Source: an optimization exercise on an open RTL-to-GDS flow (aim: small area and a short achievable clock period). Production flows keep margins and buffers that such runs may drop. In this exercise RTL edits were held to simulation tests only and were not proved equivalent to the original.

== xenon ==
==> flow/design.v <==
module ks_adder #(parameter N = 32, parameter L = 5) (
    input  [N-1:0] a,
    input  [N-1:0] b,
    input          cin,
    output [N-1:0] s
);
wire [N-1:0] p = a ^ b;
wire [N-1:0] g = a & b;
wire [(L+1)*N-1:0] G, P;
assign G[N-1:0] = {g[N-1:1], g[0] | (p[0] & cin)};
assign P[N-1:0] = p;
genvar l, i;
generate
    for (l = 0; l < L; l = l + 1) begin : g_lvl
        for (i = 0; i < N; i = i + 1) begin : g_bit
            if (i >= (1 << l)) begin : g_op
                assign G[(l+1)*N + i] = G[l*N + i] | (P[l*N + i] & G[l*N + i - (1 << l)]);
                assign P[(l+1)*N + i] = P[l*N + i] & P[l*N + i - (1 << l)];
            end else begin : g_pass
                assign G[(l+1)*N + i] = G[l*N + i];
                assign P[(l+1)*N + i] = P[l*N + i];
            end
        end
    end
endgenerate
wire [N-1:0] c = {G[L*N +: N-1], cin};
assign s = p ^ c;
endmodule
module mips(
    input clk,
    input reset,
    output [31:0] imem_addr,
    input [31:0] imem_data,
    output [31:0] dmem_addr,
    output [31:0] dmem_wdata,
    output dmem_we,
    input [31:0] dmem_rdata,
    output wb_we,
    output [4:0] wb_reg,
    output [31:0] wb_data
);
reg [31:2] pc;
assign imem_addr = {pc, 2'b00};
wire [5:0] f_op = imem_data[31:26];
wire f_isR   = (f_op == 6'b000000);
wire f_isLW  = (f_op == 6'b100011);
wire f_isSW  = (f_op == 6'b101011);
wire f_isXI  = (f_op == 6'b001110);
wire f_isBNE = (f_op == 6'b000101);
reg d_wr, d_mw, d_br;             
reg d_lw, d_R, d_xi, d_sub, d_sx;
reg [4:0] d_rt;
reg [15:0] d_imm16;
always @(posedge clk) begin
    if (reset) begin
        d_wr <= 1'b0;
        d_mw <= 1'b0;
        d_br <= 1'b0;
    end else begin
        d_wr <= f_isR | f_isLW | f_isXI;
        d_mw <= f_isSW;
        d_br <= f_isBNE;
    end
    d_lw  <= f_isLW;
    d_R   <= f_isR;
    d_xi  <= f_isXI;
    d_sub <= f_isR & (imem_data[5:0] == 6'b100010);
    d_sx  <= f_isLW | f_isSW | f_isBNE;    
    d_rt  <= imem_data[20:16];
    d_imm16 <= imem_data[15:0];
end
reg [31:0] rf [1:31];
reg [31:1] rv;
reg [31:1] w_dec;                 
reg w_we;
reg [4:0] w_reg;
reg [31:0] w_data;                
reg [31:0] w_rfd;                 
wire [31:1] rv_next = {31{~reset}} & (rv | w_dec);
reg [31:1] d_selA, d_selB;
integer k;
always @(posedge clk) begin
    for (k = 1; k < 32; k = k + 1) begin
        d_selA[k] <= rv_next[k] & (imem_data[25:21] == k);
        d_selB[k] <= rv_next[k] & (imem_data[20:16] == k);
    end
end
reg [31:0] rdA, rdB;
always @(*) begin
    rdA = 32'b0;
    rdB = 32'b0;
    for (k = 1; k < 32; k = k + 1) begin
        rdA = rdA | ({32{d_selA[k]}} & rf[k]);
        rdB = rdB | ({32{d_selB[k]}} & rf[k]);
    end
end
integer j;
always @(posedge clk) begin
    for (j = 1; j < 32; j = j + 1)
        if (w_dec[j])
            rf[j] <= w_rfd;
    rv <= rv_next;
end
reg e_wr, e_mw, e_br;             
reg e_lw, e_cin;
reg [4:0] e_dest;
reg [31:0] e_a, e_b, e_opb;
wire [31:0] d_sext = {{16{d_imm16[15]}}, d_imm16};
wire [31:0] d_zx   = {16'b0, d_imm16 & {16{d_xi}}};
wire [31:0] d_off1 = d_sext + 32'd1;    
always @(posedge clk) begin
    if (reset) begin
        e_wr <= 1'b0;
        e_mw <= 1'b0;
        e_br <= 1'b0;
    end else begin
        e_wr <= d_wr;
        e_mw <= d_mw;
        e_br <= d_br;
    end
    e_lw  <= d_lw;
    e_cin <= d_sub;
    e_dest <= d_R ? d_imm16[15:11] : d_rt;
    e_a <= rdA ^ d_zx;
    e_b <= rdB;
    e_opb <= d_br ? d_off1 : (d_sx ? d_sext : ((rdB & {32{d_R}}) ^ {32{d_sub}}));
end
wire [31:0] e_res;
ks_adder #(.N(32), .L(5)) u_alu (.a(e_a), .b(e_opb), .cin(e_cin), .s(e_res));
wire taken = e_br & (e_a != e_b);
wire off_neg = e_opb[31];
wire [17:0] br_lo = {1'b0, pc[18:2]} + {1'b0, e_opb[16:0]};
wire [17:0] in_lo = {1'b0, pc[18:2]} + 18'd1;
wire [31:19] pc_hi   = pc[31:19];
wire [31:19] pc_hip1 = pc_hi + 13'd1;
wire [31:19] pc_him1 = pc_hi - 13'd1;
wire [31:19] br_hi = (br_lo[17] == off_neg) ? pc_hi : (br_lo[17] ? pc_hip1 : pc_him1);
wire [31:19] in_hi = in_lo[17] ? pc_hip1 : pc_hi;
wire [31:2] pc_br  = {br_hi, br_lo[16:0]};
wire [31:2] pc_inc = {in_hi, in_lo[16:0]};
always @(posedge clk) begin
    if (reset)
        pc <= 30'b0;
    else
        pc <= taken ? pc_br : pc_inc;
end
reg m_wr, m_mw;                   
reg m_lw;
reg [4:0] m_dest;
reg [31:0] m_res, m_sd;
always @(posedge clk) begin
    if (reset) begin
        m_wr <= 1'b0;
        m_mw <= 1'b0;
    end else begin
        m_wr <= e_wr;
        m_mw <= e_mw;
    end
    m_lw   <= e_lw;
    m_dest <= e_dest;
    m_res  <= e_res;
    m_sd   <= e_b;
end
assign dmem_addr  = m_res;
assign dmem_wdata = m_sd;
assign dmem_we    = m_mw;
always @(posedge clk) begin
    if (reset)
        w_we <= 1'b0;
    else
        w_we <= m_wr;
    for (j = 1; j < 32; j = j + 1)
        w_dec[j] <= ~reset & m_wr & (m_dest == j);
    w_reg  <= m_dest;
    w_data <= m_lw ? dmem_rdata : m_res;
    if (m_wr)
        w_rfd <= m_lw ? dmem_rdata : m_res;
end
assign wb_we   = w_we;
assign wb_reg  = w_reg;
assign wb_data = w_data;
endmodule
==> flow/config.mk <==
export PLATFORM = sky130hd
export DESIGN_NAME = mips
export DESIGN_NICKNAME = mips
export VERILOG_FILES = /design/flow/design.v
export SDC_FILE = /design/flow/constraint.sdc
export NUM_CORES = 4
export LEC_CHECK = 0
export CAP_MARGIN = 20
export CORE_MARGIN = 2
export CORE_UTILIZATION = 40
export SETUP_SLACK_MARGIN = 3.2
export SLEW_MARGIN = 20
==> flow/constraint.sdc <==
create_clock -name core_clock -period 6.0 [get_ports {clk}]
set_input_delay 1.2000 -clock core_clock [delete_from_list [all_inputs] [get_ports {clk}]]
set_output_delay 1.2000 -clock core_clock [all_outputs]
set_load 0.01 [all_outputs]
standard.sh (not shown) runs the stock make flow with config.mk's settings and CLKGATE_MAP_FILE= SYNTH_SCRIPT=/design/flow/synth_recipe.tcl, a recipe that flattens the netlist after the stock synthesis.
==> flow/flow/run.sh <==
#!/bin/bash
# Standard layout (the standard.sh, unchanged synthesis), with the port
# buffers made from buf_4 instead of the delay-cell default.
set -euo pipefail
export BUFFER_PORTS_ARGS="-buffer_cell sky130_fd_sc_hd__buf_4"
bash standard.sh > standard_flow.log 2>&1
### xenon -> harbor
Settings: CTS_CLUSTER_SIZE: unset -> 22; CTS_CLUSTER_DIAMETER: unset -> 100.
Notes after the runs:
met2 global-route usage of harbor is on par with xenon.
The area of combinational cells with multiple inputs reported for harbor is smaller than that of xenon by 91 sq um.
Diff xenon -> harbor: cell count dropped 136, non-clock buffer count dropped 2.2%, total of cells resized after clock tree synthesis dropped about 5.6%.
Looking at final cell utilization of the core, harbor sits below xenon.
harbor ended with every stage complete and zero timing, DRC or antenna violations.

[what the ideal ports hide]
In the flow no input, the clock included, has a driving cell. The finished layouts below were timed again as built, in two steps.
Step 1, drivers: a clkbuf_16 drives clk and a buf_2 each remaining input, both assumed.
Step 2 moves the port delays by t, midway between the first and last clock arrival at a register: inputs arrive t later, outputs are due t later. That takes back most of the time a late clock gives input paths.
Three values: ideal, step 1, step 2; two values: the first two.
run	t, ns	setup slack, ns	hold WS [ns]	slew at the worst register clock pin (ns)	worst slew at a driven data input, ns
xenon	0.855	3.119 / 3.119 / 2.800	0.311 / 0.311 / 0.311	0.07 / 0.07	0.06
harbor	0.757	3.027 / 3.027 / 2.848	0.329 / 0.329 / 0.329	0.10 / 0.10	0.06
After both steps every run listed still meets setup and hold. The setup slack of xenon, which loses most, moves by 0.000 ns with the drivers and by -0.319 ns with both steps.
